From an optimization exercise on the open Yosys and OpenROAD flow, aimed at small area; shortcuts taken in it are not production practice.
Only simulation tests tie the RTL to the original design; equivalence was not proved.

`design.v`:
```
module nuc_mul (input [14:0] k, input [15:0] d, output [30:13] p);
wire pp1;
wire pp2;
wire pp3;
wire pp4;
wire pp5;
wire pp6;
wire pp7;
wire pp8;
wire pp9;
wire pp10;
wire pp11;
wire pp12;
wire pp13;
wire pp14;
wire pp15;
wire pp16;
wire pp17;
wire pp18;
wire pp19;
wire pp20;
wire pp21;
wire pp22;
wire pp23;
wire pp24;
wire pp25;
wire pp26;
wire pp27;
wire pp28;
wire pp29;
wire pp30;
wire pp31;
wire pp32;
wire pp33;
wire pp34;
wire pp35;
wire pp36;
wire pp37;
wire pp38;
wire pp39;
wire pp40;
wire pp41;
wire pp42;
wire pp43;
wire pp44;
wire pp45;
wire pp46;
wire pp47;
wire pp48;
wire pp49;
wire pp50;
wire pp51;
wire pp52;
wire pp53;
wire pp54;
wire pp55;
wire pp56;
wire pp57;
wire pp58;
wire pp59;
wire pp60;
wire pp61;
wire pp62;
wire pp63;
wire pp64;
wire pp65;
wire pp66;
wire pp67;
wire pp68;
wire pp69;
wire pp70;
wire pp71;
wire pp72;
wire pp73;
wire pp74;
wire pp75;
wire pp76;
wire pp77;
wire pp78;
wire pp79;
wire pp80;
wire pp81;
wire pp82;
wire pp83;
wire pp84;
wire pp85;
wire pp86;
wire pp87;
wire pp88;
wire pp89;
wire pp90;
wire pp91;
wire pp92;
wire pp93;
wire pp94;
wire pp95;
wire pp96;
wire pp97;
wire pp98;
wire pp99;
wire pp100;
wire pp101;
wire pp102;
wire pp103;
wire pp104;
wire pp105;
wire pp106;
wire pp107;
wire pp108;
wire pp109;
wire pp110;
wire pp111;
wire pp112;
wire pp113;
wire pp114;
wire pp115;
wire pp116;
wire pp117;
wire pp118;
wire pp119;
wire pp120;
wire pp121;
wire pp122;
wire pp123;
wire pp124;
wire pp125;
wire pp126;
wire pp127;
wire pp128;
wire pp129;
wire pp130;
wire pp131;
wire pp132;
wire pp133;
wire pp134;
wire pp135;
wire pp136;
wire pp137;
wire pp138;
wire pp139;
wire pp140;
wire pp141;
wire pp142;
wire pp143;
wire pp144;
wire pp145;
wire pp146;
wire pp147;
wire pp148;
wire pp149;
wire pp150;
wire pp151;
wire pp152;
wire pp153;
wire pp154;
wire pp155;
wire pp156;
wire pp157;
wire pp158;
wire pp159;
wire pp160;
wire pp161;
wire pp162;
wire pp163;
wire pp164;
wire pp165;
wire pp166;
wire pp167;
wire pp168;
wire pp169;
wire pp170;
wire pp171;
wire pp172;
wire pp173;
wire pp174;
wire pp175;
wire pp176;
wire pp177;
wire pp178;
wire pp179;
wire pp180;
wire pp181;
wire pp182;
wire pp183;
wire pp184;
wire pp185;
wire pp186;
wire pp187;
wire pp188;
wire pp189;
wire pp190;
wire pp191;
wire pp192;
wire pp193;
wire pp194;
wire pp195;
wire pp196;
wire pp197;
wire pp198;
wire pp199;
wire pp200;
wire pp201;
wire pp202;
wire pp203;
wire pp204;
wire pp205;
wire pp206;
wire pp207;
wire pp208;
wire pp209;
wire pp210;
wire pp211;
wire pp212;
wire pp213;
wire pp214;
wire pp215;
wire pp216;
wire pp217;
wire pp218;
wire pp219;
wire pp220;
wire pp221;
wire pp222;
wire pp223;
wire pp224;
wire pp225;
wire pp226;
wire pp227;
wire pp228;
wire pp229;
wire pp230;
wire pp231;
wire pp232;
wire pp233;
wire pp234;
wire pp235;
wire pp236;
wire pp237;
wire pp238;
wire pp239;
wire pp240;
wire s241;
wire c242;
wire s243;
wire c244;
wire s245;
wire c246;
wire s247;
wire c248;
wire s249;
wire c250;
wire s251;
wire c252;
wire s253;
wire c254;
wire s255;
wire c256;
wire s257;
wire c258;
wire s259;
wire c260;
wire s261;
wire c262;
wire s263;
wire c264;
wire s265;
wire c266;
wire s267;
wire c268;
wire s269;
wire c270;
wire s271;
wire c272;
wire s273;
wire c274;
wire s275;
wire c276;
wire s277;
wire c278;
wire s279;
wire c280;
wire s281;
wire c282;
wire s283;
wire c284;
wire s285;
wire c286;
wire s287;
wire c288;
wire s289;
wire c290;
wire s291;
wire c292;
wire s293;
wire c294;
wire s295;
wire c296;
wire s297;
wire c298;
wire s299;
wire c300;
wire s301;
wire c302;
wire s303;
wire c304;
wire s305;
wire c306;
wire s307;
wire c308;
wire s309;
wire c310;
wire s311;
wire c312;
wire s313;
wire c314;
wire s315;
wire c316;
wire s317;
wire c318;
wire s319;
wire c320;
wire s321;
wire c322;
wire s323;
wire c324;
wire s325;
wire c326;
wire s327;
wire c328;
wire s329;
wire c330;
wire s331;
wire c332;
wire s333;
wire c334;
wire s335;
wire c336;
wire s337;
wire c338;
wire s339;
wire c340;
wire s341;
wire c342;
wire s343;
wire c344;
wire s345;
wire c346;
wire s347;
wire c348;
wire s349;
wire c350;
wire s351;
wire c352;
wire s353;
wire c354;
wire s355;
wire c356;
wire s357;
wire c358;
wire s359;
wire c360;
wire s361;
wire c362;
wire s363;
wire c364;
wire s365;
wire c366;
wire s367;
wire c368;
wire s369;
wire c370;
wire s371;
wire c372;
wire s373;
wire c374;
wire s375;
wire c376;
wire s377;
wire c378;
wire s379;
wire c380;
wire s381;
wire c382;
wire s383;
wire c384;
wire s385;
wire c386;
wire s387;
wire c388;
wire s389;
wire c390;
wire s391;
wire c392;
wire s393;
wire c394;
wire s395;
wire c396;
wire s397;
wire c398;
wire s399;
wire c400;
wire s401;
wire c402;
wire s403;
wire c404;
wire s405;
wire c406;
wire s407;
wire c408;
wire s409;
wire c410;
wire s411;
wire c412;
wire s413;
wire c414;
wire s415;
wire c416;
wire s417;
wire c418;
wire s419;
wire c420;
wire s421;
wire c422;
wire s423;
wire c424;
wire s425;
wire c426;
wire s427;
wire c428;
wire s429;
wire c430;
wire s431;
wire c432;
wire s433;
wire c434;
wire s435;
wire c436;
wire s437;
wire c438;
wire s439;
wire c440;
wire s441;
wire c442;
wire s443;
wire c444;
wire s445;
wire c446;
wire s447;
wire c448;
wire s449;
wire c450;
wire s451;
wire c452;
wire s453;
wire c454;
wire s455;
wire c456;
wire s457;
wire c458;
wire s459;
wire c460;
wire s461;
wire c462;
wire s463;
wire c464;
wire s465;
wire c466;
wire s467;
wire c468;
wire s469;
wire c470;
wire s471;
wire c472;
wire s473;
wire c474;
wire s475;
wire c476;
wire s477;
wire c478;
wire s479;
wire c480;
wire s481;
wire c482;
wire s483;
wire c484;
wire s485;
wire c486;
wire s487;
wire c488;
wire s489;
wire c490;
wire s491;
wire c492;
wire s493;
wire c494;
wire s495;
wire c496;
wire s497;
wire c498;
wire s499;
wire c500;
wire s501;
wire c502;
wire s503;
wire c504;
wire s505;
wire c506;
wire s507;
wire c508;
wire s509;
wire c510;
wire s511;
wire c512;
wire s513;
wire c514;
wire s515;
wire c516;
wire s517;
wire c518;
wire s519;
wire c520;
wire s521;
wire c522;
wire s523;
wire c524;
wire s525;
wire c526;
wire s527;
wire c528;
wire s529;
wire c530;
wire s531;
wire c532;
wire s533;
wire c534;
wire s535;
wire c536;
wire s537;
wire c538;
wire s539;
wire c540;
wire s541;
wire c542;
wire s543;
wire c544;
wire s545;
wire c546;
wire s547;
wire c548;
wire s549;
wire c550;
wire s551;
wire c552;
wire s553;
wire c554;
wire s555;
wire c556;
wire s557;
wire c558;
wire s559;
wire c560;
wire s561;
wire c562;
wire s563;
wire c564;
wire s565;
wire c566;
wire s567;
wire c568;
wire s569;
wire c570;
wire s571;
wire c572;
wire s573;
wire c574;
wire s575;
wire c576;
wire s577;
wire c578;
wire s579;
wire c580;
wire s581;
wire c582;
wire s583;
wire c584;
wire s585;
wire c586;
wire s587;
wire c588;
wire s589;
wire c590;
wire s591;
wire c592;
wire s593;
wire c594;
wire s595;
wire c596;
wire s597;
wire c598;
wire s599;
wire c600;
wire s601;
wire c602;
wire s603;
wire c604;
wire s605;
wire c606;
wire s607;
wire c608;
wire s609;
wire c610;
wire s611;
wire c612;
wire s613;
wire c614;
wire s615;
wire c616;
wire s617;
wire c618;
wire s619;
wire c620;
wire s621;
wire c622;
wire s623;
wire c624;
wire s625;
wire c626;
wire s627;
wire c628;
wire s629;
wire c630;
wire s631;
wire c632;
assign pp1 = ~(k[0] & d[0]);
assign pp2 = ~(k[0] & d[1]);
assign pp3 = ~(k[0] & d[2]);
assign pp4 = ~(k[0] & d[3]);
assign pp5 = ~(k[0] & d[4]);
assign pp6 = ~(k[0] & d[5]);
assign pp7 = ~(k[0] & d[6]);
assign pp8 = ~(k[0] & d[7]);
assign pp9 = ~(k[0] & d[8]);
assign pp10 = ~(k[0] & d[9]);
assign pp11 = ~(k[0] & d[10]);
assign pp12 = ~(k[0] & d[11]);
assign pp13 = ~(k[0] & d[12]);
assign pp14 = ~(k[0] & d[13]);
assign pp15 = ~(k[0] & d[14]);
assign pp16 = k[0] & d[15];
assign pp17 = ~(k[1] & d[0]);
assign pp18 = ~(k[1] & d[1]);
assign pp19 = ~(k[1] & d[2]);
assign pp20 = ~(k[1] & d[3]);
assign pp21 = ~(k[1] & d[4]);
assign pp22 = ~(k[1] & d[5]);
assign pp23 = ~(k[1] & d[6]);
assign pp24 = ~(k[1] & d[7]);
assign pp25 = ~(k[1] & d[8]);
assign pp26 = ~(k[1] & d[9]);
assign pp27 = ~(k[1] & d[10]);
assign pp28 = ~(k[1] & d[11]);
assign pp29 = ~(k[1] & d[12]);
assign pp30 = ~(k[1] & d[13]);
assign pp31 = ~(k[1] & d[14]);
assign pp32 = k[1] & d[15];
assign pp33 = ~(k[2] & d[0]);
assign pp34 = ~(k[2] & d[1]);
assign pp35 = ~(k[2] & d[2]);
assign pp36 = ~(k[2] & d[3]);
assign pp37 = ~(k[2] & d[4]);
assign pp38 = ~(k[2] & d[5]);
assign pp39 = ~(k[2] & d[6]);
assign pp40 = ~(k[2] & d[7]);
assign pp41 = ~(k[2] & d[8]);
assign pp42 = ~(k[2] & d[9]);
assign pp43 = ~(k[2] & d[10]);
assign pp44 = ~(k[2] & d[11]);
assign pp45 = ~(k[2] & d[12]);
assign pp46 = ~(k[2] & d[13]);
assign pp47 = ~(k[2] & d[14]);
assign pp48 = k[2] & d[15];
assign pp49 = ~(k[3] & d[0]);
assign pp50 = ~(k[3] & d[1]);
assign pp51 = ~(k[3] & d[2]);
assign pp52 = ~(k[3] & d[3]);
assign pp53 = ~(k[3] & d[4]);
assign pp54 = ~(k[3] & d[5]);
assign pp55 = ~(k[3] & d[6]);
assign pp56 = ~(k[3] & d[7]);
assign pp57 = ~(k[3] & d[8]);
assign pp58 = ~(k[3] & d[9]);
assign pp59 = ~(k[3] & d[10]);
assign pp60 = ~(k[3] & d[11]);
assign pp61 = ~(k[3] & d[12]);
assign pp62 = ~(k[3] & d[13]);
assign pp63 = ~(k[3] & d[14]);
assign pp64 = k[3] & d[15];
assign pp65 = ~(k[4] & d[0]);
assign pp66 = ~(k[4] & d[1]);
assign pp67 = ~(k[4] & d[2]);
assign pp68 = ~(k[4] & d[3]);
assign pp69 = ~(k[4] & d[4]);
assign pp70 = ~(k[4] & d[5]);
assign pp71 = ~(k[4] & d[6]);
assign pp72 = ~(k[4] & d[7]);
assign pp73 = ~(k[4] & d[8]);
assign pp74 = ~(k[4] & d[9]);
assign pp75 = ~(k[4] & d[10]);
assign pp76 = ~(k[4] & d[11]);
assign pp77 = ~(k[4] & d[12]);
assign pp78 = ~(k[4] & d[13]);
assign pp79 = ~(k[4] & d[14]);
assign pp80 = k[4] & d[15];
assign pp81 = ~(k[5] & d[0]);
assign pp82 = ~(k[5] & d[1]);
assign pp83 = ~(k[5] & d[2]);
assign pp84 = ~(k[5] & d[3]);
assign pp85 = ~(k[5] & d[4]);
assign pp86 = ~(k[5] & d[5]);
assign pp87 = ~(k[5] & d[6]);
assign pp88 = ~(k[5] & d[7]);
assign pp89 = ~(k[5] & d[8]);
assign pp90 = ~(k[5] & d[9]);
assign pp91 = ~(k[5] & d[10]);
assign pp92 = ~(k[5] & d[11]);
assign pp93 = ~(k[5] & d[12]);
assign pp94 = ~(k[5] & d[13]);
assign pp95 = ~(k[5] & d[14]);
assign pp96 = k[5] & d[15];
assign pp97 = ~(k[6] & d[0]);
assign pp98 = ~(k[6] & d[1]);
assign pp99 = ~(k[6] & d[2]);
assign pp100 = ~(k[6] & d[3]);
assign pp101 = ~(k[6] & d[4]);
assign pp102 = ~(k[6] & d[5]);
assign pp103 = ~(k[6] & d[6]);
assign pp104 = ~(k[6] & d[7]);
assign pp105 = ~(k[6] & d[8]);
assign pp106 = ~(k[6] & d[9]);
assign pp107 = ~(k[6] & d[10]);
assign pp108 = ~(k[6] & d[11]);
assign pp109 = ~(k[6] & d[12]);
assign pp110 = ~(k[6] & d[13]);
assign pp111 = ~(k[6] & d[14]);
assign pp112 = k[6] & d[15];
assign pp113 = ~(k[7] & d[0]);
assign pp114 = ~(k[7] & d[1]);
assign pp115 = ~(k[7] & d[2]);
assign pp116 = ~(k[7] & d[3]);
assign pp117 = ~(k[7] & d[4]);
assign pp118 = ~(k[7] & d[5]);
assign pp119 = ~(k[7] & d[6]);
assign pp120 = ~(k[7] & d[7]);
assign pp121 = ~(k[7] & d[8]);
assign pp122 = ~(k[7] & d[9]);
assign pp123 = ~(k[7] & d[10]);
assign pp124 = ~(k[7] & d[11]);
assign pp125 = ~(k[7] & d[12]);
assign pp126 = ~(k[7] & d[13]);
assign pp127 = ~(k[7] & d[14]);
assign pp128 = k[7] & d[15];
assign pp129 = ~(k[8] & d[0]);
assign pp130 = ~(k[8] & d[1]);
assign pp131 = ~(k[8] & d[2]);
assign pp132 = ~(k[8] & d[3]);
assign pp133 = ~(k[8] & d[4]);
assign pp134 = ~(k[8] & d[5]);
assign pp135 = ~(k[8] & d[6]);
assign pp136 = ~(k[8] & d[7]);
assign pp137 = ~(k[8] & d[8]);
assign pp138 = ~(k[8] & d[9]);
assign pp139 = ~(k[8] & d[10]);
assign pp140 = ~(k[8] & d[11]);
assign pp141 = ~(k[8] & d[12]);
assign pp142 = ~(k[8] & d[13]);
assign pp143 = ~(k[8] & d[14]);
assign pp144 = k[8] & d[15];
assign pp145 = ~(k[9] & d[0]);
assign pp146 = ~(k[9] & d[1]);
assign pp147 = ~(k[9] & d[2]);
assign pp148 = ~(k[9] & d[3]);
assign pp149 = ~(k[9] & d[4]);
assign pp150 = ~(k[9] & d[5]);
assign pp151 = ~(k[9] & d[6]);
assign pp152 = ~(k[9] & d[7]);
assign pp153 = ~(k[9] & d[8]);
assign pp154 = ~(k[9] & d[9]);
assign pp155 = ~(k[9] & d[10]);
assign pp156 = ~(k[9] & d[11]);
assign pp157 = ~(k[9] & d[12]);
assign pp158 = ~(k[9] & d[13]);
assign pp159 = ~(k[9] & d[14]);
assign pp160 = k[9] & d[15];
assign pp161 = ~(k[10] & d[0]);
assign pp162 = ~(k[10] & d[1]);
assign pp163 = ~(k[10] & d[2]);
assign pp164 = ~(k[10] & d[3]);
assign pp165 = ~(k[10] & d[4]);
assign pp166 = ~(k[10] & d[5]);
assign pp167 = ~(k[10] & d[6]);
assign pp168 = ~(k[10] & d[7]);
assign pp169 = ~(k[10] & d[8]);
assign pp170 = ~(k[10] & d[9]);
assign pp171 = ~(k[10] & d[10]);
assign pp172 = ~(k[10] & d[11]);
assign pp173 = ~(k[10] & d[12]);
assign pp174 = ~(k[10] & d[13]);
assign pp175 = ~(k[10] & d[14]);
assign pp176 = k[10] & d[15];
assign pp177 = ~(k[11] & d[0]);
assign pp178 = ~(k[11] & d[1]);
assign pp179 = ~(k[11] & d[2]);
assign pp180 = ~(k[11] & d[3]);
assign pp181 = ~(k[11] & d[4]);
assign pp182 = ~(k[11] & d[5]);
assign pp183 = ~(k[11] & d[6]);
assign pp184 = ~(k[11] & d[7]);
assign pp185 = ~(k[11] & d[8]);
assign pp186 = ~(k[11] & d[9]);
assign pp187 = ~(k[11] & d[10]);
assign pp188 = ~(k[11] & d[11]);
assign pp189 = ~(k[11] & d[12]);
assign pp190 = ~(k[11] & d[13]);
assign pp191 = ~(k[11] & d[14]);
assign pp192 = k[11] & d[15];
assign pp193 = ~(k[12] & d[0]);
assign pp194 = ~(k[12] & d[1]);
assign pp195 = ~(k[12] & d[2]);
assign pp196 = ~(k[12] & d[3]);
assign pp197 = ~(k[12] & d[4]);
assign pp198 = ~(k[12] & d[5]);
assign pp199 = ~(k[12] & d[6]);
assign pp200 = ~(k[12] & d[7]);
assign pp201 = ~(k[12] & d[8]);
assign pp202 = ~(k[12] & d[9]);
assign pp203 = ~(k[12] & d[10]);
assign pp204 = ~(k[12] & d[11]);
assign pp205 = ~(k[12] & d[12]);
assign pp206 = ~(k[12] & d[13]);
assign pp207 = ~(k[12] & d[14]);
assign pp208 = k[12] & d[15];
assign pp209 = ~(k[13] & d[0]);
assign pp210 = ~(k[13] & d[1]);
assign pp211 = ~(k[13] & d[2]);
assign pp212 = ~(k[13] & d[3]);
assign pp213 = ~(k[13] & d[4]);
assign pp214 = ~(k[13] & d[5]);
assign pp215 = ~(k[13] & d[6]);
assign pp216 = ~(k[13] & d[7]);
assign pp217 = ~(k[13] & d[8]);
assign pp218 = ~(k[13] & d[9]);
assign pp219 = ~(k[13] & d[10]);
assign pp220 = ~(k[13] & d[11]);
assign pp221 = ~(k[13] & d[12]);
assign pp222 = ~(k[13] & d[13]);
assign pp223 = ~(k[13] & d[14]);
assign pp224 = k[13] & d[15];
assign pp225 = ~(k[14] & d[0]);
assign pp226 = ~(k[14] & d[1]);
assign pp227 = ~(k[14] & d[2]);
assign pp228 = ~(k[14] & d[3]);
assign pp229 = ~(k[14] & d[4]);
assign pp230 = ~(k[14] & d[5]);
assign pp231 = ~(k[14] & d[6]);
assign pp232 = ~(k[14] & d[7]);
assign pp233 = ~(k[14] & d[8]);
assign pp234 = ~(k[14] & d[9]);
assign pp235 = ~(k[14] & d[10]);
assign pp236 = ~(k[14] & d[11]);
assign pp237 = ~(k[14] & d[12]);
assign pp238 = ~(k[14] & d[13]);
assign pp239 = ~(k[14] & d[14]);
assign pp240 = k[14] & d[15];
nuc_fa u242 (pp14, pp29, 1'b1, s241, c242);
nuc_fa u244 (pp15, pp30, pp45, s243, c244);
nuc_fa u246 (pp60, pp75, 1'b1, s245, c246);
nuc_fa u248 (pp16, pp31, pp46, s247, c248);
nuc_fa u250 (pp61, pp76, pp91, s249, c250);
nuc_fa u252 (pp106, pp121, 1'b1, s251, c252);
nuc_fa u254 (pp32, pp47, pp62, s253, c254);
nuc_fa u256 (pp77, pp92, pp107, s255, c256);
nuc_fa u258 (pp48, pp63, pp78, s257, c258);
nuc_fa u260 (pp10, pp25, 1'b1, s259, c260);
nuc_fa u262 (pp11, pp26, pp41, s261, c262);
nuc_fa u264 (pp56, pp71, 1'b1, s263, c264);
nuc_fa u266 (pp12, pp27, pp42, s265, c266);
nuc_fa u268 (pp57, pp72, pp87, s267, c268);
nuc_fa u270 (pp102, pp117, 1'b1, s269, c270);
nuc_fa u272 (pp13, pp28, pp43, s271, c272);
nuc_fa u274 (pp58, pp73, pp88, s273, c274);
nuc_fa u276 (pp103, pp118, pp133, s275, c276);
nuc_fa u278 (pp148, pp163, 1'b1, s277, c278);
nuc_fa u280 (s241, pp44, pp59, s279, c280);
nuc_fa u282 (pp74, pp89, pp104, s281, c282);
nuc_fa u284 (pp119, pp134, pp149, s283, c284);
nuc_fa u286 (pp164, pp179, pp194, s285, c286);
nuc_fa u288 (s243, s245, pp90, s287, c288);
nuc_fa u290 (pp105, pp120, pp135, s289, c290);
nuc_fa u292 (pp150, pp165, pp180, s291, c292);
nuc_fa u294 (pp195, pp210, pp225, s293, c294);
nuc_fa u296 (s247, s249, s251, s295, c296);
nuc_fa u298 (pp136, pp151, pp166, s297, c298);
nuc_fa u300 (pp181, pp196, pp211, s299, c300);
nuc_fa u302 (pp226, 1'b0, c244, s301, c302);
nuc_fa u304 (s253, s255, pp122, s303, c304);
nuc_fa u306 (pp137, pp152, pp167, s305, c306);
nuc_fa u308 (pp182, pp197, pp212, s307, c308);
nuc_fa u310 (pp227, c248, c250, s309, c310);
nuc_fa u312 (s257, pp93, pp108, s311, c312);
nuc_fa u314 (pp123, pp138, pp153, s313, c314);
nuc_fa u316 (pp168, pp183, pp198, s315, c316);
nuc_fa u318 (pp213, pp228, c254, s317, c318);
nuc_fa u320 (pp64, pp79, pp94, s319, c320);
nuc_fa u322 (pp109, pp124, pp139, s321, c322);
nuc_fa u324 (pp154, pp169, pp184, s323, c324);
nuc_fa u326 (pp199, pp214, pp229, s325, c326);
nuc_fa u328 (pp80, pp95, pp110, s327, c328);
nuc_fa u330 (pp125, pp140, pp155, s329, c330);
nuc_fa u332 (pp170, pp185, pp200, s331, c332);
nuc_fa u334 (pp96, pp111, pp126, s333, c334);
nuc_fa u336 (pp141, pp156, pp171, s335, c336);
nuc_fa u338 (pp112, pp127, pp142, s337, c338);
nuc_fa u340 (pp7, pp22, 1'b1, s339, c340);
nuc_fa u342 (pp8, pp23, pp38, s341, c342);
nuc_fa u344 (pp53, pp68, 1'b1, s343, c344);
nuc_fa u346 (pp9, pp24, pp39, s345, c346);
nuc_fa u348 (pp54, pp69, pp84, s347, c348);
nuc_fa u350 (pp99, pp114, 1'b1, s349, c350);
nuc_fa u352 (s259, pp40, pp55, s351, c352);
nuc_fa u354 (pp70, pp85, pp100, s353, c354);
nuc_fa u356 (pp115, pp130, pp145, s355, c356);
nuc_fa u358 (s261, s263, pp86, s357, c358);
nuc_fa u360 (pp101, pp116, pp131, s359, c360);
nuc_fa u362 (pp146, pp161, c260, s361, c362);
nuc_fa u364 (s265, s267, s269, s363, c364);
nuc_fa u366 (pp132, pp147, pp162, s365, c366);
nuc_fa u368 (pp177, c262, c264, s367, c368);
nuc_fa u370 (s271, s273, s275, s369, c370);
nuc_fa u372 (s277, pp178, pp193, s371, c372);
nuc_fa u374 (c266, c268, c270, s373, c374);
nuc_fa u376 (s279, s281, s283, s375, c376);
nuc_fa u378 (s285, pp209, c272, s377, c378);
nuc_fa u380 (c274, c276, c278, s379, c380);
nuc_fa u382 (s287, s289, s291, s381, c382);
nuc_fa u384 (s293, c242, c280, s383, c384);
nuc_fa u386 (c282, c284, c286, s385, c386);
nuc_fa u388 (s295, s297, s299, s387, c388);
nuc_fa u390 (s301, c246, c288, s389, c390);
nuc_fa u392 (c290, c292, c294, s391, c392);
nuc_fa u394 (s303, s305, s307, s393, c394);
nuc_fa u396 (s309, c252, c296, s395, c396);
nuc_fa u398 (c298, c300, c302, s397, c398);
nuc_fa u400 (s311, s313, s315, s399, c400);
nuc_fa u402 (s317, c256, c304, s401, c402);
nuc_fa u404 (c306, c308, c310, s403, c404);
nuc_fa u406 (s319, s321, s323, s405, c406);
nuc_fa u408 (s325, c258, c312, s407, c408);
nuc_fa u410 (c314, c316, c318, s409, c410);
nuc_fa u412 (s327, s329, s331, s411, c412);
nuc_fa u414 (pp215, pp230, c320, s413, c414);
nuc_fa u416 (c322, c324, c326, s415, c416);
nuc_fa u418 (s333, s335, pp186, s417, c418);
nuc_fa u420 (pp201, pp216, pp231, s419, c420);
nuc_fa u422 (c328, c330, c332, s421, c422);
nuc_fa u424 (s337, pp157, pp172, s423, c424);
nuc_fa u426 (pp187, pp202, pp217, s425, c426);
nuc_fa u428 (pp232, c334, c336, s427, c428);
nuc_fa u430 (pp128, pp143, pp158, s429, c430);
nuc_fa u432 (pp173, pp188, pp203, s431, c432);
nuc_fa u434 (pp218, pp233, c338, s433, c434);
nuc_fa u436 (pp144, pp159, pp174, s435, c436);
nuc_fa u438 (pp189, pp204, pp219, s437, c438);
nuc_fa u440 (pp160, pp175, pp190, s439, c440);
nuc_fa u442 (pp5, pp20, 1'b1, s441, c442);
nuc_fa u444 (pp6, pp21, pp36, s443, c444);
nuc_fa u446 (pp51, pp66, 1'b1, s445, c446);
nuc_fa u448 (s339, pp37, pp52, s447, c448);
nuc_fa u450 (pp67, pp82, pp97, s449, c450);
nuc_fa u452 (s341, s343, pp83, s451, c452);
nuc_fa u454 (pp98, pp113, c340, s453, c454);
nuc_fa u456 (s345, s347, s349, s455, c456);
nuc_fa u458 (pp129, c342, c344, s457, c458);
nuc_fa u460 (s351, s353, s355, s459, c460);
nuc_fa u462 (c346, c348, c350, s461, c462);
nuc_fa u464 (s357, s359, s361, s463, c464);
nuc_fa u466 (c352, c354, c356, s465, c466);
nuc_fa u468 (s363, s365, s367, s467, c468);
nuc_fa u470 (c358, c360, c362, s469, c470);
nuc_fa u472 (s369, s371, s373, s471, c472);
nuc_fa u474 (c364, c366, c368, s473, c474);
nuc_fa u476 (s375, s377, s379, s475, c476);
nuc_fa u478 (c370, c372, c374, s477, c478);
nuc_fa u480 (s381, s383, s385, s479, c480);
nuc_fa u482 (c376, c378, c380, s481, c482);
nuc_fa u484 (s387, s389, s391, s483, c484);
nuc_fa u486 (c382, c384, c386, s485, c486);
nuc_fa u488 (s393, s395, s397, s487, c488);
nuc_fa u490 (c388, c390, c392, s489, c490);
nuc_fa u492 (s399, s401, s403, s491, c492);
nuc_fa u494 (c394, c396, c398, s493, c494);
nuc_fa u496 (s405, s407, s409, s495, c496);
nuc_fa u498 (c400, c402, c404, s497, c498);
nuc_fa u500 (s411, s413, s415, s499, c500);
nuc_fa u502 (c406, c408, c410, s501, c502);
nuc_fa u504 (s417, s419, s421, s503, c504);
nuc_fa u506 (c412, c414, c416, s505, c506);
nuc_fa u508 (s423, s425, s427, s507, c508);
nuc_fa u510 (c418, c420, c422, s509, c510);
nuc_fa u512 (s429, s431, s433, s511, c512);
nuc_fa u514 (c424, c426, c428, s513, c514);
nuc_fa u516 (s435, s437, pp234, s515, c516);
nuc_fa u518 (c430, c432, c434, s517, c518);
nuc_fa u520 (s439, pp205, pp220, s519, c520);
nuc_fa u522 (pp235, c436, c438, s521, c522);
nuc_fa u524 (pp176, pp191, pp206, s523, c524);
nuc_fa u526 (pp221, pp236, c440, s525, c526);
nuc_fa u528 (pp192, pp207, pp222, s527, c528);
nuc_fa u530 (pp4, pp19, 1'b1, s529, c530);
nuc_fa u532 (s441, pp35, pp50, s531, c532);
nuc_fa u534 (s443, s445, pp81, s533, c534);
nuc_fa u536 (s447, s449, c444, s535, c536);
nuc_fa u538 (s451, s453, c448, s537, c538);
nuc_fa u540 (s455, s457, c452, s539, c540);
nuc_fa u542 (s459, s461, c456, s541, c542);
nuc_fa u544 (s463, s465, c460, s543, c544);
nuc_fa u546 (s467, s469, c464, s545, c546);
nuc_fa u548 (s471, s473, c468, s547, c548);
nuc_fa u550 (s475, s477, c472, s549, c550);
nuc_fa u552 (s479, s481, c476, s551, c552);
nuc_fa u554 (s483, s485, c480, s553, c554);
nuc_fa u556 (s487, s489, c484, s555, c556);
nuc_fa u558 (s491, s493, c488, s557, c558);
nuc_fa u560 (s495, s497, c492, s559, c560);
nuc_fa u562 (s499, s501, c496, s561, c562);
nuc_fa u564 (s503, s505, c500, s563, c564);
nuc_fa u566 (s507, s509, c504, s565, c566);
nuc_fa u568 (s511, s513, c508, s567, c568);
nuc_fa u570 (s515, s517, c512, s569, c570);
nuc_fa u572 (s519, s521, c516, s571, c572);
nuc_fa u574 (s523, s525, c520, s573, c574);
nuc_fa u576 (s527, pp237, c524, s575, c576);
nuc_fa u578 (pp208, pp223, pp238, s577, c578);
nuc_fa u580 (pp3, pp18, 1'b1, s579, c580);
nuc_fa u582 (s529, pp34, pp49, s581, c582);
nuc_fa u584 (s531, pp65, c530, s583, c584);
nuc_fa u586 (s533, c442, c532, s585, c586);
nuc_fa u588 (s535, c446, c534, s587, c588);
nuc_fa u590 (s537, c450, c536, s589, c590);
nuc_fa u592 (s539, c454, c538, s591, c592);
nuc_fa u594 (s541, c458, c540, s593, c594);
nuc_fa u596 (s543, c462, c542, s595, c596);
nuc_fa u598 (s545, c466, c544, s597, c598);
nuc_fa u600 (s547, c470, c546, s599, c600);
nuc_fa u602 (s549, c474, c548, s601, c602);
nuc_fa u604 (s551, c478, c550, s603, c604);
nuc_fa u606 (s553, c482, c552, s605, c606);
nuc_fa u608 (s555, c486, c554, s607, c608);
nuc_fa u610 (s557, c490, c556, s609, c610);
nuc_fa u612 (s559, c494, c558, s611, c612);
nuc_fa u614 (s561, c498, c560, s613, c614);
nuc_fa u616 (s563, c502, c562, s615, c616);
nuc_fa u618 (s565, c506, c564, s617, c618);
nuc_fa u620 (s567, c510, c566, s619, c620);
nuc_fa u622 (s569, c514, c568, s621, c622);
nuc_fa u624 (s571, c518, c570, s623, c624);
nuc_fa u626 (s573, c522, c572, s625, c626);
nuc_fa u628 (s575, c526, c574, s627, c628);
nuc_fa u630 (s577, c528, c576, s629, c630);
nuc_fa u632 (pp224, pp239, c578, s631, c632);
wire [30:0] ra = {1'b0, pp240, s631, s629, s627, s625, s623, s621, s619, s617, s615, s613, s611, s609, s607, s605, s603, s601, s599, s597, s595, s593, s591, s589, s587, s585, s583, s581, s579, pp2, pp1};
wire [30:0] rb = {1'b1, c632, c630, c628, c626, c624, c622, c620, c618, c616, c614, c612, c610, c608, c606, c604, c602, c600, c598, c596, c594, c592, c590, c588, c586, c584, c582, c580, pp33, pp17, 1'b1};
wire [13:0] lc;
assign lc[0] = 1'b1;
nuc_maj m0 (ra[0], rb[0], lc[0], lc[1]);
nuc_maj m1 (ra[1], rb[1], lc[1], lc[2]);
nuc_maj m2 (ra[2], rb[2], lc[2], lc[3]);
nuc_maj m3 (ra[3], rb[3], lc[3], lc[4]);
nuc_maj m4 (ra[4], rb[4], lc[4], lc[5]);
nuc_maj m5 (ra[5], rb[5], lc[5], lc[6]);
nuc_maj m6 (ra[6], rb[6], lc[6], lc[7]);
nuc_maj m7 (ra[7], rb[7], lc[7], lc[8]);
nuc_maj m8 (ra[8], rb[8], lc[8], lc[9]);
nuc_maj m9 (ra[9], rb[9], lc[9], lc[10]);
nuc_maj m10 (ra[10], rb[10], lc[10], lc[11]);
nuc_maj m11 (ra[11], rb[11], lc[11], lc[12]);
nuc_maj m12 (ra[12], rb[12], lc[12], lc[13]);
wire [17:0] hg = ra[30:13] & rb[30:13];
wire [17:0] hp = ra[30:13] ^ rb[30:13];
wire bg1 = hg[1] | (hp[1] & hg[0]);
wire bp1 = hp[1] & hp[0];
wire bg2 = hg[3] | (hp[3] & hg[2]);
wire bp2 = hp[3] & hp[2];
wire bg3 = hg[5] | (hp[5] & hg[4]);
wire bp3 = hp[5] & hp[4];
wire bg4 = hg[7] | (hp[7] & hg[6]);
wire bp4 = hp[7] & hp[6];
wire bg5 = hg[9] | (hp[9] & hg[8]);
wire bp5 = hp[9] & hp[8];
wire bg6 = hg[11] | (hp[11] & hg[10]);
wire bp6 = hp[11] & hp[10];
wire bg7 = hg[13] | (hp[13] & hg[12]);
wire bp7 = hp[13] & hp[12];
wire bg8 = hg[15] | (hp[15] & hg[14]);
wire bp8 = hp[15] & hp[14];
wire bg9 = bg2 | (bp2 & bg1);
wire bp9 = bp2 & bp1;
wire bg10 = bg4 | (bp4 & bg3);
wire bp10 = bp4 & bp3;
wire bg11 = bg6 | (bp6 & bg5);
wire bp11 = bp6 & bp5;
wire bg12 = bg8 | (bp8 & bg7);
wire bp12 = bp8 & bp7;
wire bg13 = bg10 | (bp10 & bg9);
wire bp13 = bp10 & bp9;
wire bg14 = bg12 | (bp12 & bg11);
wire bp14 = bp12 & bp11;
wire bg15 = bg14 | (bp14 & bg13);
wire bp15 = bp14 & bp13;
wire bg16 = bg11 | (bp11 & bg13);
wire bp16 = bp11 & bp13;
wire bg17 = bg3 | (bp3 & bg9);
wire bp17 = bp3 & bp9;
wire bg18 = bg5 | (bp5 & bg13);
wire bp18 = bp5 & bp13;
wire bg19 = bg7 | (bp7 & bg16);
wire bp19 = bp7 & bp16;
wire bg20 = hg[2] | (hp[2] & bg1);
wire bp20 = hp[2] & bp1;
wire bg21 = hg[4] | (hp[4] & bg9);
wire bp21 = hp[4] & bp9;
wire bg22 = hg[6] | (hp[6] & bg17);
wire bp22 = hp[6] & bp17;
wire bg23 = hg[8] | (hp[8] & bg13);
wire bp23 = hp[8] & bp13;
wire bg24 = hg[10] | (hp[10] & bg18);
wire bp24 = hp[10] & bp18;
wire bg25 = hg[12] | (hp[12] & bg16);
wire bp25 = hp[12] & bp16;
wire bg26 = hg[14] | (hp[14] & bg19);
wire bp26 = hp[14] & bp19;
wire bg27 = hg[16] | (hp[16] & bg15);
wire bp27 = hp[16] & bp15;
wire [17:0] hc;
assign hc[0] = lc[13];
assign hc[1] = hg[0] | (hp[0] & lc[13]);
assign hc[2] = bg1 | (bp1 & lc[13]);
assign hc[3] = bg20 | (bp20 & lc[13]);
assign hc[4] = bg9 | (bp9 & lc[13]);
assign hc[5] = bg21 | (bp21 & lc[13]);
assign hc[6] = bg17 | (bp17 & lc[13]);
assign hc[7] = bg22 | (bp22 & lc[13]);
assign hc[8] = bg13 | (bp13 & lc[13]);
assign hc[9] = bg23 | (bp23 & lc[13]);
assign hc[10] = bg18 | (bp18 & lc[13]);
assign hc[11] = bg24 | (bp24 & lc[13]);
assign hc[12] = bg16 | (bp16 & lc[13]);
assign hc[13] = bg25 | (bp25 & lc[13]);
assign hc[14] = bg19 | (bp19 & lc[13]);
assign hc[15] = bg26 | (bp26 & lc[13]);
assign hc[16] = bg15 | (bp15 & lc[13]);
assign hc[17] = bg27 | (bp27 & lc[13]);
assign p = ~(hp ^ hc);
endmodule
module nuc_maj (input a, input b, input c, output y);
assign y = (a & b) | (a & c) | (b & c);
endmodule
module nuc_fa (input a, input b, input c, output s, output co);
assign s = a ^ b ^ c;
assign co = (a & b) | (a & c) | (b & c);
endmodule
`timescale 1ns / 1ps
module nonuniform_top_v0 #(
    parameter IMAGE_WIDE_LENGTH = 256    ,
    parameter IMAGE_HIGH_LENGTH = 192    ,
    parameter ADDRS_DW          = 21     ,
    parameter DW                = 16
) (
    input                               i_rst_n                 ,
    input                               i_clk                   ,
    input   [DW-1:0]                    i_data                  ,
    input                               i_hs                    ,
    input                               i_vs                    ,
    input   [3:0]                       i_clac_b_mean_num       ,
    input                               i_clac_b_en             ,
    input   [ADDRS_DW-1:0]              i_b_addrs               ,
    output                              o_clac_b_done           ,
    input   [3:0]                       i_data_sel              ,
    input   [ADDRS_DW-1:0]              i_k_addrs               ,
    input                               i_init_k_load           ,
    output                              o_bp_type               ,
    output  [DW-1:0]                    o_data                  ,
    output  [DW-1:0]                    o_calc_b_mean_data      ,
    output  [DW-1:0]                    o_center_y16_data       ,
    output  [DW-1:0]                    o_sub_aver_y16          ,
    output                              o_hs                    ,
    output                              o_vs                    ,
    output                              o_mem_wr_start          ,
    output   [ADDRS_DW-1:0]             o_mem_wr_addrs          ,
    output   [ADDRS_DW-1:0]             o_mem_wr_lengths        ,
    output   [DW-1:0]                   o_mem_wr_data           ,
    output                              o_mem_wr_data_vld       ,
    output                              o_mem_rd0_start         ,
    output   [ADDRS_DW-1:0]             o_mem_rd0_addrs         ,
    output   [ADDRS_DW-1:0]             o_mem_rd0_lengths       ,
    input    [DW-1:0]                   i_mem_rd0_data          ,
    output                              o_mem_rd0_data_req      ,
    output                              o_mem_rd1_start         ,
    output   [ADDRS_DW-1:0]             o_mem_rd1_addrs         ,
    output   [ADDRS_DW-1:0]             o_mem_rd1_lengths       ,
    input    [DW-1:0]                   i_mem_rd1_data          ,
    output                              o_mem_rd1_data_req
);
localparam IMAGE_LENGTH = IMAGE_WIDE_LENGTH * IMAGE_HIGH_LENGTH;
genvar gi;
reg     [12:0]  vsd;
reg     [10:0]  hsd;
always @(posedge i_clk) begin
    vsd <= {vsd[11:0], i_vs};
    hsd <= {hsd[9:0], i_hs};
end
assign o_vs = vsd[10];
assign o_hs = hsd[10];
wire    pix_vld   = i_hs & i_vs;
wire    frame_end = vsd[12] & ~vsd[11];
assign o_mem_rd0_data_req = pix_vld;
assign o_mem_rd1_data_req = pix_vld;
assign o_mem_rd0_addrs    = i_b_addrs;
assign o_mem_wr_addrs     = i_b_addrs;
assign o_mem_rd1_addrs    = i_k_addrs;
assign o_mem_rd0_lengths  = IMAGE_LENGTH;
assign o_mem_rd1_lengths  = IMAGE_LENGTH;
assign o_mem_wr_lengths   = IMAGE_LENGTH;
reg             rd_start;
reg     [1:0]   sel;             
reg             init_k_load;
always @(posedge i_clk) begin
    rd_start <= frame_end;
    if (frame_end) begin
        case (i_data_sel)
        4'b0010: sel <= 2'd1;
        4'b0100: sel <= 2'd2;
        4'b1000: sel <= 2'd3;
        default: sel <= 2'd0;
        endcase
        init_k_load <= i_init_k_load;
    end
end
assign o_mem_rd1_start = rd_start;
reg             calc_en;         
reg     [DW-1:0] data_dly;
always @(posedge i_clk) begin
    data_dly <= i_data;
end
wire    [DW-1:0]    b_word  = calc_en ? 16'd1 : i_mem_rd0_data;
wire    [14:0]      k_word  = init_k_load ? 15'd8192 : i_mem_rd1_data[14:0];
wire    [DW-1:0]    x_sub_b = data_dly - b_word;
wire    [30:13]     prod;        
nuc_mul mul_inst (.k(k_word), .d(x_sub_b), .p(prod));
reg     [DW-1:0]    raw_word;
always @(*) begin
    case (sel)
    2'd1:    raw_word = data_dly;
    2'd2:    raw_word = b_word;
    default: raw_word = {1'b0, k_word};
    endcase
end
function [15:0] sat16;
    input [17:0] p;
    reg          pos, neg;
    begin
        pos   = !p[17] && (p[16] | p[15]);
        neg   =  p[17] && !(p[16] & p[15]);
        sat16 = {neg | (p[15] & !pos), {15{pos}} | (p[14:0] & {15{!neg}})};
    end
endfunction
wire    [DW-1:0]    y16 = sat16(prod);
reg     [DW-1:0]    pipe [0:9];
reg     [9:0]       bp_pipe;
integer i;
always @(posedge i_clk) begin
    pipe[0] <= (sel == 2'd0) ? y16 : raw_word;
    for (i = 1; i < 10; i = i + 1)
        pipe[i] <= pipe[i-1];
    bp_pipe <= {bp_pipe[8:0], i_mem_rd1_data[DW-1]};
end
assign o_data    = pipe[9];
assign o_bp_type = bp_pipe[9];
localparam CENTER_NUM = (IMAGE_HIGH_LENGTH / 2 - 1) * IMAGE_WIDE_LENGTH + IMAGE_WIDE_LENGTH / 2 - 1;
reg     [14:0]  pcnt;
wire    [14:0]  pcnt_inc;
wire    [15:0]  pcnt_c;
assign pcnt_c[0] = 1'b1;
generate
    for (gi = 0; gi < 15; gi = gi + 1) begin : g_pcnt
        nuc_ha u_ha (.a(pcnt[gi]), .b(pcnt_c[gi]), .s(pcnt_inc[gi]), .co(pcnt_c[gi+1]));
    end
endgenerate
always @(posedge i_clk) begin
    if (!i_vs)
        pcnt <= 15'd0;
    else if (i_hs && !(pcnt[14] & pcnt[13]))
        pcnt <= pcnt_inc;
end
wire    center_in = pix_vld && (pcnt == CENTER_NUM);
reg     [3:0]       ccnt;        
reg     [DW-1:0]    center_y16;
reg     [DW-1:0]    center_out;
always @(posedge i_clk) begin
    if (center_in)
        ccnt <= 4'd10;
    else if (ccnt != 4'd0)
        ccnt <= ccnt - 1'b1;
    if (ccnt == 4'd10)
        center_y16 <= y16;
    if (ccnt == 4'd1)
        center_out <= center_y16;
end
assign o_center_y16_data = center_out;
reg     [1:0]   calc_en_dly;
reg             calc_sync;
reg             calc_done;
wire            vs_fall = vsd[1] & ~vsd[0];
wire            vs_rise = ~vsd[1] & vsd[0];
always @(posedge i_clk or negedge i_rst_n) begin
    if (!i_rst_n) begin
        calc_en_dly <= 2'b00;
        calc_sync   <= 1'b0;
        calc_en     <= 1'b0;
    end
    else begin
        calc_en_dly <= {calc_en_dly[0], i_clac_b_en};
        if (vs_fall && calc_sync)
            calc_sync <= 1'b0;
        else if ((calc_en_dly == 2'b01) && !calc_sync)
            calc_sync <= 1'b1;
        if (calc_en && calc_done)
            calc_en <= 1'b0;
        else if (vs_fall && calc_sync)
            calc_en <= 1'b1;
    end
end
reg     [7:0]   start_cnt;
reg     [5:0]   fcnt;
reg             wr_start;
reg             mean_en;
reg             calc_en_d;       
reg     [1:0]   round_d;         
always @(posedge i_clk) begin
    if (!calc_en)
        start_cnt <= 8'h0f;
    else if (i_vs)
        start_cnt <= 8'h00;
    else if (start_cnt != 8'hFF)
        start_cnt <= start_cnt + 8'h01;
    wr_start <= (start_cnt == 8'hF0);
    if (!calc_en)
        fcnt <= 6'd0;
    else if (start_cnt == 8'h0A)
        fcnt <= fcnt + 6'd1;
    case (i_clac_b_mean_num)
    4'b0001: calc_done <= (start_cnt == 8'h0A) && (fcnt > 6'd2 );
    4'b0010: calc_done <= (start_cnt == 8'h0A) && (fcnt > 6'd6 );
    4'b1000: calc_done <= (start_cnt == 8'h0A) && (fcnt > 6'd30);
    default: calc_done <= (start_cnt == 8'h0A) && (fcnt > 6'd14);
    endcase
    if (fcnt == 6'd0)
        mean_en <= 1'b0;
    else if (wr_start) begin
        case (i_clac_b_mean_num)
        4'b0001: if (fcnt == 6'd3 ) mean_en <= 1'b1;
        4'b0010: if (fcnt == 6'd7 ) mean_en <= 1'b1;
        4'b1000: if (fcnt == 6'd3 ) mean_en <= 1'b1;
        default: if (fcnt == 6'd15) mean_en <= 1'b1;
        endcase
    end
    calc_en_d <= calc_en;
    case (i_clac_b_mean_num)
    4'b0001: round_d <= 2'd0;
    4'b0010: round_d <= 2'd1;
    4'b1000: round_d <= 2'd3;
    default: round_d <= 2'd2;
    endcase
end
assign o_clac_b_done   = calc_done;
assign o_mem_wr_start  = wr_start;
assign o_mem_rd0_start = calc_en ? wr_start : rd_start;
reg     [1:0]   sh_c;            
always @(*) begin
    case (i_clac_b_mean_num)
    4'b0001: sh_c = 2'd0;
    4'b0010: sh_c = 2'd1;
    4'b1000: sh_c = 2'd3;
    default: sh_c = 2'd2;
    endcase
end
reg     [13:0]  x_sh;
always @(*) begin
    case (sh_c)
    2'd0:    x_sh = data_dly[15:2];
    2'd1:    x_sh = {1'b0, data_dly[15:3]};
    2'd2:    x_sh = {2'b0, data_dly[15:4]};
    default: x_sh = {3'b0, data_dly[15:5]};
    endcase
end
reg             drop_c;
integer         bi;
always @(*) begin
    drop_c = 1'b1;
    for (bi = 1; bi <= 4; bi = bi + 1)
        if ((bi >= round_d + 1) && (bi <= sh_c + 1) && !data_dly[bi])
            drop_c = 1'b0;
end
wire    [2:0]   t_add;
assign t_add[0] = calc_en_d & ((round_d <= sh_c) ? drop_c : ({1'b0, round_d} == {1'b0, sh_c} + 3'd1));
assign t_add[1] = calc_en_d & ({1'b0, round_d} == {1'b0, sh_c} + 3'd2);
assign t_add[2] = calc_en_d & ({1'b0, round_d} == {1'b0, sh_c} + 3'd3);
wire    [13:0]  a_in = x_sh & {14{calc_en_d}};
wire    [13:0]  a_sum;
wire    [14:0]  a_c;
assign a_c[0] = t_add[0];
generate
    for (gi = 0; gi < 14; gi = gi + 1) begin : g_inc
        if (gi == 1 || gi == 2) begin : g_t
            nuc_ha u_ha (.a(a_in[gi]), .b(a_c[gi] | t_add[gi]), .s(a_sum[gi]), .co(a_c[gi+1]));
        end
        else begin : g_n
            nuc_ha u_ha (.a(a_in[gi]), .b(a_c[gi]), .s(a_sum[gi]), .co(a_c[gi+1]));
        end
    end
endgenerate
wire    [DW-1:0] rd_word = (fcnt == 6'd0) ? 16'd0 : calc_en ? i_mem_rd0_data : 16'd1;
wire    [DW-1:0] add_a   = {1'b0, a_c[14], a_sum};
wire    [DW-1:0] wr_nx;
wire    [DW:0]   wr_c;
assign wr_c[0] = 1'b0;
generate
    for (gi = 0; gi < DW; gi = gi + 1) begin : g_wr
        nuc_fa u_fa (.a(add_a[gi]), .b(rd_word[gi]), .c(wr_c[gi]), .s(wr_nx[gi]), .co(wr_c[gi+1]));
    end
endgenerate
reg     [DW-1:0]    wr_data;
always @(posedge i_clk) begin
    wr_data <= wr_nx;
end
assign o_mem_wr_data     = wr_data;
assign o_mem_wr_data_vld = hsd[1] & vsd[1];
reg     [31:0]  data_sum;
wire    [31:0]  data_sum_nx;
wire    [32:0]  sum_c;
wire            sum_en = mean_en & o_mem_wr_data_vld;
assign sum_c[0] = 1'b0;
wire    [15:0]  hi_ones;         
assign hi_ones[0] = 1'b1;
generate
    for (gi = 0; gi < 32; gi = gi + 1) begin : g_sum
        if (gi < DW) begin : g_fa
            nuc_fa u_fa (.a(data_sum[gi]), .b(wr_data[gi] & sum_en), .c(sum_c[gi]), .s(data_sum_nx[gi]), .co(sum_c[gi+1]));
        end
        else begin : g_inc
            if (gi > DW) begin : g_ones
                assign hi_ones[gi-DW] = hi_ones[gi-DW-1] & data_sum[gi-1];
            end
            assign data_sum_nx[gi] = data_sum[gi] ^ (sum_c[DW] & hi_ones[gi-DW]);
        end
    end
endgenerate
always @(posedge i_clk) begin
    if (vs_rise && calc_en)
        data_sum <= 32'd0;
    else
        data_sum <= data_sum_nx;     
end
localparam D_IDLE = 2'd0, D_S1 = 2'd1, D_S2 = 2'd2, D_S3 = 2'd3;
reg     [1:0]   dstate;
reg     [4:0]   dcnt;
reg     [1:0]   drem;
reg     [16:0]  dsh;
reg             dvld;
reg     [DW-1:0] mean;
wire    [2:0]   dtrial = {drem, dsh[16]};
wire            dq     = (dtrial >= 3'd3);
wire            dstart = (dstate == D_IDLE) && calc_done;
always @(posedge i_clk) begin
    if (!i_rst_n)
        dstate <= D_IDLE;
    else begin
        case (dstate)
        D_IDLE: if (calc_done) dstate <= D_S1;
        D_S1:   dstate <= D_S2;
        D_S2:   dstate <= (dcnt == 5'd0) ? D_S3 : D_S1;
        default: dstate <= D_IDLE;
        endcase
    end
end
always @(posedge i_clk) begin
    if (dstart)
        dcnt <= 5'd31;
    else if (dstate == D_S2)
        dcnt <= dcnt - 1'b1;
    if (dstart) begin
        drem <= {1'b0, data_sum[31]};
        dsh  <= data_sum[30:14];
    end
    else if ((dstate == D_S2) && (dcnt[4] | (dcnt[3:0] == 4'hF))) begin
        drem <= dq ? (dtrial - 3'd3) : dtrial[1:0];
        dsh  <= {dsh[15:0], dq};
    end
    dvld <= (dstate == D_S3);
    if (dvld)
        mean <= dsh[15:0];
end
assign o_calc_b_mean_data = mean;
wire    [DW:0]  sub_c;
assign sub_c[0] = 1'b1;
generate
    for (gi = 0; gi < DW; gi = gi + 1) begin : g_sub
        nuc_fa u_fa (.a(center_out[gi]), .b(~mean[gi]), .c(sub_c[gi]), .s(o_sub_aver_y16[gi]), .co(sub_c[gi+1]));
    end
endgenerate
endmodule
module nuc_ha (input a, input b, output s, output co);
assign s  = a ^ b;
assign co = a & b;
endmodule
```
`flow/run.sh`:
```
#!/bin/bash
# Standard ORFS layout (the standard.sh), with the port buffers made from
# the smallest buffer cell and the clock tree built as below.
set -euo pipefail
export BUFFER_PORTS_ARGS="-buffer_cell sky130_fd_sc_hd__buf_1"
export SKIP_REPAIR_TIE_FANOUT=1
export CTS_ARGS="-sink_clustering_enable -repair_clock_nets -dont_use_dummy_load -buf_list {sky130_fd_sc_hd__clkbuf_4} -sink_clustering_size 10 -sink_clustering_max_diameter 40"
bash standard.sh > standard.log 2>&1
```
`standard.sh`:
```
#!/bin/bash
# synth_recipe.tcl (not shown) runs the flow's synth.tcl, then flattens the netlist and writes it again
# the make line also repeats each setting of config.mk as NAME=value (left out here)
make -C /OpenROAD-flow-scripts/flow DESIGN_CONFIG=/design/flow/config.mk WORK_HOME=/design/flow/orfs CLKGATE_MAP_FILE= SYNTH_SCRIPT=/design/flow/synth_recipe.tcl "${@:-finish}"
```
`config.mk`:
```
export PLATFORM = sky130hd
export DESIGN_NAME = nonuniform_top_v0
export DESIGN_NICKNAME = nonuniform_top_v0
export VERILOG_FILES = /design/flow/design.v
export SDC_FILE = /design/flow/constraint.sdc
export NUM_CORES = 4
export LEC_CHECK = 0
export ABC_AREA = 1
export CAP_MARGIN = 20
export CORE_MARGIN = 2
export CORE_UTILIZATION = 60
export PLACE_DENSITY = 0.72
export SLEW_MARGIN = 20
export SYNTH_HIERARCHICAL = 1
export SYNTH_MINIMUM_KEEP_SIZE = 0
```
`constraint.sdc`:
```
create_clock -name core_clock -period 10.0 [get_ports {i_clk}]
set_input_delay 2.0000 -clock core_clock [delete_from_list [all_inputs] [get_ports {i_clk}]]
set_output_delay 2.0000 -clock core_clock [all_outputs]
set_load 0.01 [all_outputs]
```
==> impl_results.md, run 1 <==
- Outcome: no timing/DRC/antenna violations
- Global route overflow: 0
- Fin crit period: between 9000 and 10000 ps
- Yosys warning count: 8
- CTS tree: built
- Num CTS Buffers: 49
- R2R depth: 39
- Total Die Area: approximately 0.037 mm2
- Reg-to-Reg End: pipe[0][9]
- Largest stage delay, worst path: between 400 and 500 ps
- Top_reg_cell synth: dfxtp_1
- FILL cells: a little under 3000
- Nets@finish: between 2000 and 3000
- Input/output buffers: 151
- Crit. Startpoint: i_clac_b_mean_num[0]
- Post-synth EDFFs: slightly below 70
- Setup CP Type: input pin to flop
- Global-route wire length before repair: 76300 um
- Max Freq: between 100 and 150 MHz
- CP max FO: 3
- Layout cells sized above 1: between 7 and 8%
- Worst reg-to-reg setup slack: between 1000 and 1500 ps
- Routability cong.: around 0.94
- # H-tree levels: 2
- Yosys top cell area share: between 20 and 30%
- Area leader, netlist: dfxtp_1
- Final worst-path setup slack: 209 ps
- Std-Cell Rows: a little under 70
- Final Hold Fails: 0
- Synth top area cells: dfxtp_1 29%, fa_1 23%, edfxtp_1 9.8%
- Synth Cell Area: between 0.02 and 0.025 mm2
- Ports: 320
- Sequential area share after synthesis: between 30% and 40%
- Fin. max-slew vios: 0
- Register Area: 0.00832 mm2
- Hold Crit Start: pipe[8][6]
- Setup TNS: 0 ps
- R2r startpoint: calc_en
- Critical path required time: approximately 11000 ps
- Post-CTS setup buffers: 0
- Initial DRC Count: between 1000 and 1500
- # DRC: 0
- Post-synthesis cell count: around 2100
- Crit end category: flop
- Fin crit share: 97.9%
- Nature of the critical path startpoint: input pin
- Routed length per instance: about 18 um
- All-Layer GR Usage: 27.1%
- Antenna Nets Post-Route: 0
- Number of global-route vias before repair: between 10000 and 15000
- Distinct cells, synth: 51
- First drt pass iteration count: 7
- Commonest non-fill, non-tap cell in the layout: nand2_1
- HPWL after DPL: 36800 um
- Most used cell, CP: fa_1
- Most frequent cells in the layout: 482 x nand2_1, 307 x dfxtp_1, 242 x fa_1, 233 x inv_1, 150 x buf_1
- Seq cells post-synth: between 300 and 400
- Async S/R FF share, synth: 1.05%
- Final design utilization: between 60% and 70%
- Sink Count: 380
- Min-delay worst type: flop to flop
- Maxcap violations: 0
- Critical path capture point: wr_data[15]
- Via-per-instance ratio: between 5 and 6
- Syn-to-layout area delta: 3.24%
- Skew final: ~80 ps
- Slew HR: 33.2%
- Clk Latency, worst-skew pair: 720 ps
- Initial Utilization: 60.9%
- Root Buffer: clkbuf_4
- Largest net degree at the start of global routing: 61
- Post-Route WL: between 40000 and 50000 um
- Clk slew on worst S/H paths: about 90 ps
- Initial antenna violation count: 2
- Core Footprint: 0.0345 mm2
- Multi-input gate area: about 0.011 mm2
- RSZ-0062 raised after global routing: no
- Post-Syn Nets: ~2500
- CP arrival: a little over 10000 ps
- Clk buf depth: 3
- Via count: between 10000 and 15000
- Worst-Margin Slew: around 1000 ps
- Endpoints failing setup: 0
- Die W: between 150 and 200 um
- CP max-delay cell: fa_1
- Setup Slack @ Placement: -416 ps
- Chip height: about 190 um
- Avg Cell Area, Syn: 9.93 um2
## worst min path at each step
stage | endpoint | cells past startpoint | slack [ps]
finish | pipe[9][6] | 0 | 270
global route | pipe[9][6] | 0 | 290
CTS | pipe[9][6] | 0 | 260
detailed placement | hsd[5] | 0 | 310
global placement | pipe[9][7] | 0 | 310
floorplan | bp_pipe[1] | 0 | 310
## Yosys stat by module (local to each module, per instance)
module	flops+latches	times used	cells inside	cell area, um2
nonuniform_top_v0	380	1	1367	13600
nuc_mul	0	1	426	1940
nuc_fa	0	244	1	20.0
nuc_ha	0	29	1	12.5
nuc_maj	0	13	4	21.3
## per-layer routing
metal | global-route usage [%] | part of all wire, % | vias up | wire length (um)
li1 | - | - | 6591 | -
met1 | 36.5 | 42 | 6860 | 19900
met2 | 43.9 | 47 | 690 | 22400
met3 | 4.72 | 8.1 | 129 | 3860
met4 | 10.7 | 3.4 | 0 | 1630
met5 | 0 | 0 | - | 0
## final cells by class
| cell class | instances | area share (%) |
|---|---|---|
| Multi-Input combinational cell | 1297 | 48.9 |
| Sequential cell | 380 | 38.3 |
| Timing Repair Buffer | 199 | 4.39 |
| Inverter | 234 | 4.04 |
| Tap cell | 455 | 2.62 |
| Clock buffer | 49 | 1.69 |
| Antenna cell | 2 | 0.0230 |
## synthesized netlist by cell type, types with 3 or more instances
cell type,n
o21ai_1,3
o21ai_0,100
o221ai_1,13
buf_4,128
nand4_1,8
dfxtp_1,307
edfxtp_1,69
ha_1,81
a221oi_1,11
nor2_4,4
nand3_1,29
fa_1,246
xor2_1,19
o31ai_1,3
a31oi_1,5
conb_1,4
o22ai_1,5
nor2_2,4
a211oi_1,13
inv_1,233
o211ai_1,5
nand2_1,482
nor4_1,3
nor3_1,21
xnor2_1,14
nand3_2,15
nand2_2,12
nand4_4,3
dfrtp_1,4
a21oi_1,54
nor2_1,115
clkbuf_1,75
or2_2,3
## what timing repair did
item / in CTS / in global routing
pin swaps: 0 / 0
resized for setup: 2 / 3
hold endpoints to repair: 0 / 0
hold buffers: 0 / 0
endpoints found under the setup margin: 1 / 1
## cell families (layout without fill, tap and decap cells)
family,Yosys count,in the layout,share of synthesized area (%)
and+or+nand+nor,705,705,14.2
buffers and inverters,441,482,10.2
DFF,380,380,39.5
other,4,6,0.0713
xor gates and xnor gates,33,33,1.37
adders and majority gates,327,327,28.2
AOI/OAI and AO/OA,228,228,6.42
## registers in the layout, summed over array words and instances (netlist names), 5 cells and up
register	count
bp_pipe	10
center_out	16
center_y16	16
data_dly	16
data_sum	32
dcnt	5
dsh	17
fcnt	6
hsd	11
mean	16
pcnt	15
pipe	160
start_cnt	8
vsd	13
wr_data	16
## worst max-delay path, delay by kind of cell
family | cells | cell delay, ps
fa+ha+maj | 18 | 7120
simple gates | 5 | 510
compound gates | 3 | 480
buf+inv | 3 | 230
## metrics by stage
step / instance area [um2] / instances / hold slack, ps
floorplan: 21000 / 2118 / 310
global placement: 21300 / 2565 / 310
detailed placement: 21300 / 2565 / 312
CTS: 21700 / 2614 / 259
global route: 21700 / 2615 / 292
finish: 21700 / 2616 / 275
==> run 2, diff against run 1 <==
--- a/flow/run.sh
+++ b/flow/run.sh
@@ -5,4 +5,5 @@
 export BUFFER_PORTS_ARGS="-buffer_cell sky130_fd_sc_hd__buf_1"
 export SKIP_REPAIR_TIE_FANOUT=1
+export GPL_KEEP_OVERFLOW=0
 export CTS_ARGS="-sink_clustering_enable -repair_clock_nets -dont_use_dummy_load -buf_list {sky130_fd_sc_hd__clkbuf_4} -sink_clustering_size 10 -sink_clustering_max_diameter 40"
 bash standard.sh > standard.log 2>&1
--- a/config.mk
+++ b/config.mk
@@ -9,6 +9,6 @@
 export CAP_MARGIN = 20
 export CORE_MARGIN = 2
-export CORE_UTILIZATION = 60
-export PLACE_DENSITY = 0.72
+export CORE_UTILIZATION = 65
+export PLACE_DENSITY = 0.8
 export SLEW_MARGIN = 20
 export SYNTH_HIERARCHICAL = 1
==> impl_results.md, run 2 <==
- Max Freq: 102 MHz (+0.21%)
- # H-tree levels: 2 (unchanged)
- Critical Path Stages: 17 (-41%)
- FILL cells: 2444 (-15%)
- Clk slew on worst S/H paths: 100 ps (about the same)
- Core Footprint: 0.0317 mm2 (-8.2%)
- Nature of the critical path startpoint: flop
- Post-Route WL: 46700 um (-2.3%)
- Total Die Area: 0.0338 mm2 (-7.5%)
- Synth Cell Area: 0.0210 mm2 (unchanged)
- CP arrival: 7770 ps (-2610 ps)
- Yosys warning count: 8 (unchanged)
- Fin. max-slew vios: 0 (unchanged)
- Async S/R FF share, synth: 1.05% (unchanged)
- # DRC: 0 (unchanged)
- Sink Count: 380 (unchanged)
- RSZ-0062 raised after global routing: yes
- Global route overflow: 0 (unchanged)
- Largest stage delay, worst path: 490 ps (+30 ps)
- HPWL after DPL: 35400 um (-3.7%)
- Worst-Margin Slew: 1070 ps (+71.4 ps)
- Fin crit period: 9770 ps (-20.6 ps)
- Post-synth top cells: 482 x nand2_1, 307 x dfxtp_1, 246 x fa_1, 233 x inv_1, 128 x buf_4
- Number of global-route vias before repair: 14700 (+0.16%)
- Setup Slack @ Placement: -1400 ps (-981 ps)
- Worst-path cell chain: fa_1 -> fa_2 -> fa_1 -> fa_1 -> fa_1 -> fa_1 -> fa_1 -> fa_1 -> fa_1 -> fa_1 -> fa_1 -> fa_1 -> fa_1 -> fa_1 -> fa_1 -> fa_1 -> clkbuf_2
- Delay-heaviest family, CP: adder cells
- First drt pass iteration count: 5 (-2)
- WP buf/inv: 1 (-2)
- Syn-to-layout area delta: 3.63%
- Clk buf depth: 3 (unchanged)
- Layout cells sized above 1: 8.56% (+1.3 points)
- Post-CTS Hold Fix Bufs: 0 (unchanged)
- Synth top area cells: dfxtp_1 29%, fa_1 23%, edfxtp_1 9.8%
- Chip height: 184 um (-3.8%)
- Final Hold Fails: 0 (unchanged)
- Initial DRC Count: 1115 (-21%)
- Slew HR: 28.4% (-4.7 points)
- All-Layer GR Usage: 28.4% (+1.3 points)
- Endpoints failing setup: 0 (unchanged)
- Routed length per instance: 18.4 um (+0.56%)
- Post-synth EDFFs: 69 (unchanged)
- Via-per-instance ratio: 5.59 (+2.5%)
- Area leader, netlist: dfxtp_1
- CTS tree: built
- Num CTS Buffers: 47 (-4.1%)
- Min-delay worst type: flop to flop
- Global-route wire length before repair: 75100 um (-1.6%)
- Outcome: no timing/DRC/antenna violations
- Std-Cell Rows: 65 (-4.4%)
- Maxcap violations: 0 (unchanged)
- Clk Latency, worst-skew pair: 680 ps (-40 ps)
- Initial Utilization: 66.3% (+5.4 points)
- Skew final: 108 ps (+28.5 ps)
- Seq cells post-synth: 380 (unchanged)
- Post-Syn Nets: 2549 (unchanged)
- Die W: 184 um (-3.8%)
- Distinct cells, synth: 51 (unchanged)
- Hold Crit Depth: 0 (unchanged)
- Commonest non-fill, non-tap cell in the layout: nand2_1
- Placed Cells: 2474 (-3.5%)
- Initial antenna violation count: 3 (+1)
- Root Buffer: clkbuf_4
- Nets@finish: 2572 (-0.77%)
- Largest register by flop count: pipe
- Crit end category: output port
- Input/output buffers: 151 (unchanged)
- Max FFs per register: 160 (unchanged)
- Most frequent cells in the layout: 481 x nand2_1, 307 x dfxtp_1, 240 x fa_1, 229 x inv_1, 146 x buf_1
- Sequential area share after synthesis: 39.5% (unchanged)
- Largest net degree at the start of global routing: 61 (unchanged)
- Yosys top cell area share: 29.2% (unchanged)
- Routability cong.: 0.902 (-4.1%)
- Post-synthesis cell count: 2118 (unchanged)
- Ports: 320 (unchanged)
- Via count: 14200 (-0.40%)
- Antenna Nets Post-Route: 0 (unchanged)
- Setup TNS: 0 ps (unchanged)
- Top flop regs: pipe: 160 flops, data_sum: 32 flops, dsh: 17 flops
- Fin crit share: 97.7% (-0.21 points)
- Setup CP Type: flop to output port
- CP max FO: 2 (-1)
- R2R depth: 36 (-7.7%)
- CP max-delay cell: fa_1
- Most used cell, CP: fa_1
- Fin cells: 2542 (-2.8%)
- Most frequent cell after synthesis: nand2_1
- Avg Cell Area, Syn: 9.93 um2 (unchanged)
- Final worst-path setup slack: 230 ps (+20.6 ps)
- Critical path required time: 8000 ps (-2590 ps)
- Top_reg_cell synth: dfxtp_1
run 2: cell count changes in the layout (fill, tap and decap cells not counted), moves of 4 or more:
cell      change
nor2_1       -16
buf_4        -28
clkbuf_2      +4
inv_1         -4
buf_1         -4
buf_6         +8
xor2_2        +6
xor2_1        -9
nor2_2       +14
run 2: modules after synthesis (local to each module, per instance):
module,flip-flops and latches,area [um2]
nonuniform_top_v0,380,13600
nuc_mul,0,1940
nuc_maj,0,21.3
nuc_fa,0,20.0
nuc_ha,0,12.5
run 2: final cells by class:
class                           count  area [um2]  area share [%]
Timing Repair Buffer              180         853            3.91
Timing Repair inverter              1        5.00          0.0230
Sequential cell                   380        8320            38.2
Clock buffer                       47         353            1.62
Antenna cell                        1        2.50          0.0115
Inverter                          234         886            4.06
Tap cell                          402         503            2.31
Multi-Input combinational cell   1297       10900            49.9
run 2: routing by layer:
layer | GRT usage, % | routed length, um | vias up
li1 | - | - | 6543
met1 | 37.4 | 18900 | 6787
met2 | 46.4 | 22200 | 735
met3 | 6.68 | 4060 | 144
met4 | 10.2 | 1470 | 4
met5 | 0 | 27 | -
run 2: timing repair:
item,4_1_cts,5_1_grt
cloned,0,1
endpoints found under the setup margin,32,33
buffers inserted,4,15
pin swaps,2,7
gates resized for setup,15,22
run 2: logic make-up (layout without fill, tap and decap cells):
family | count (synthesis) | count (layout) | share of synthesized area (%)
AOI/OAI and AO/OA | 228 | 228 | 6.42
and+or+nand+nor | 705 | 705 | 14.2
buffers and inverters | 441 | 462 | 10.2
adders and majority gates | 327 | 327 | 28.2
xor gates and xnor gates | 33 | 33 | 1.37
other | 4 | 5 | 0.0713
DFF | 380 | 380 | 39.5
run 2: worst paths after layout:
path                                     from                 end  slack [ps]
worst min-delay path              pipe[3][14]         pipe[4][14]         290
max in group asynchronous             i_rst_n             calc_en        8570
worst max-delay path            center_out[0]  o_sub_aver_y16[15]         230
worst max register to register        calc_en          pipe[0][3]         700
worst min register to register    pipe[3][14]         pipe[4][14]         290
min in group asynchronous             i_rst_n      calc_en_dly[1]        1200
run 2: per-stage QoR:
stage / utilization, % / hold slack (ps) / cell area [um2]
global placement: 65.7 / 310 / 20800
finish: 68.7 / 292 / 21800
floorplan: - / 310 / 21000
global route: 68.7 / 288 / 21800
CTS: 68.0 / 289 / 21600
detailed placement: 66.6 / 312 / 21100

==> port drivers added, routing unchanged <==
How much do the figures lean on ideal ports? The routed layouts below were timed once more, with nothing changed but the port constraints. Step 1 (the two cells are an assumption about what drives the block):
set clk [get_ports {i_clk}]
set_driving_cell -lib_cell sky130_fd_sc_hd__clkbuf_16 $clk
set_driving_cell -lib_cell sky130_fd_sc_hd__buf_2 [delete_from_list [all_inputs] $clk]
Step 2 moves the port delays by t, midway between the first and last clock arrival at a register: inputs arrive t later, outputs are due t later. That takes back most of the time a late clock gives input paths. Slacks: ideal / step 1 / step 2; pairs: ideal / step 1.
run | t (ns) | setup WS [ns] | hold WS [ns] | worst setup path after step 2 | clock arrival spread, ns
run 1 | 0.727 | 0.209 / 0.177 / -0.499 | 0.275 / 0.275 / 0.275 | input to register | 0.080 / 0.081
run 2 | 0.668 | 0.230 / 0.187 / -0.405 | 0.292 / 0.292 / 0.292 | input to register | 0.109 / 0.109
With both steps, setup timing fails in run 1 and run 2, where it was met with ideal ports. For run 1, which loses most, drivers alone change the setup slack by -0.032 ns; drivers and shift together by -0.708 ns.
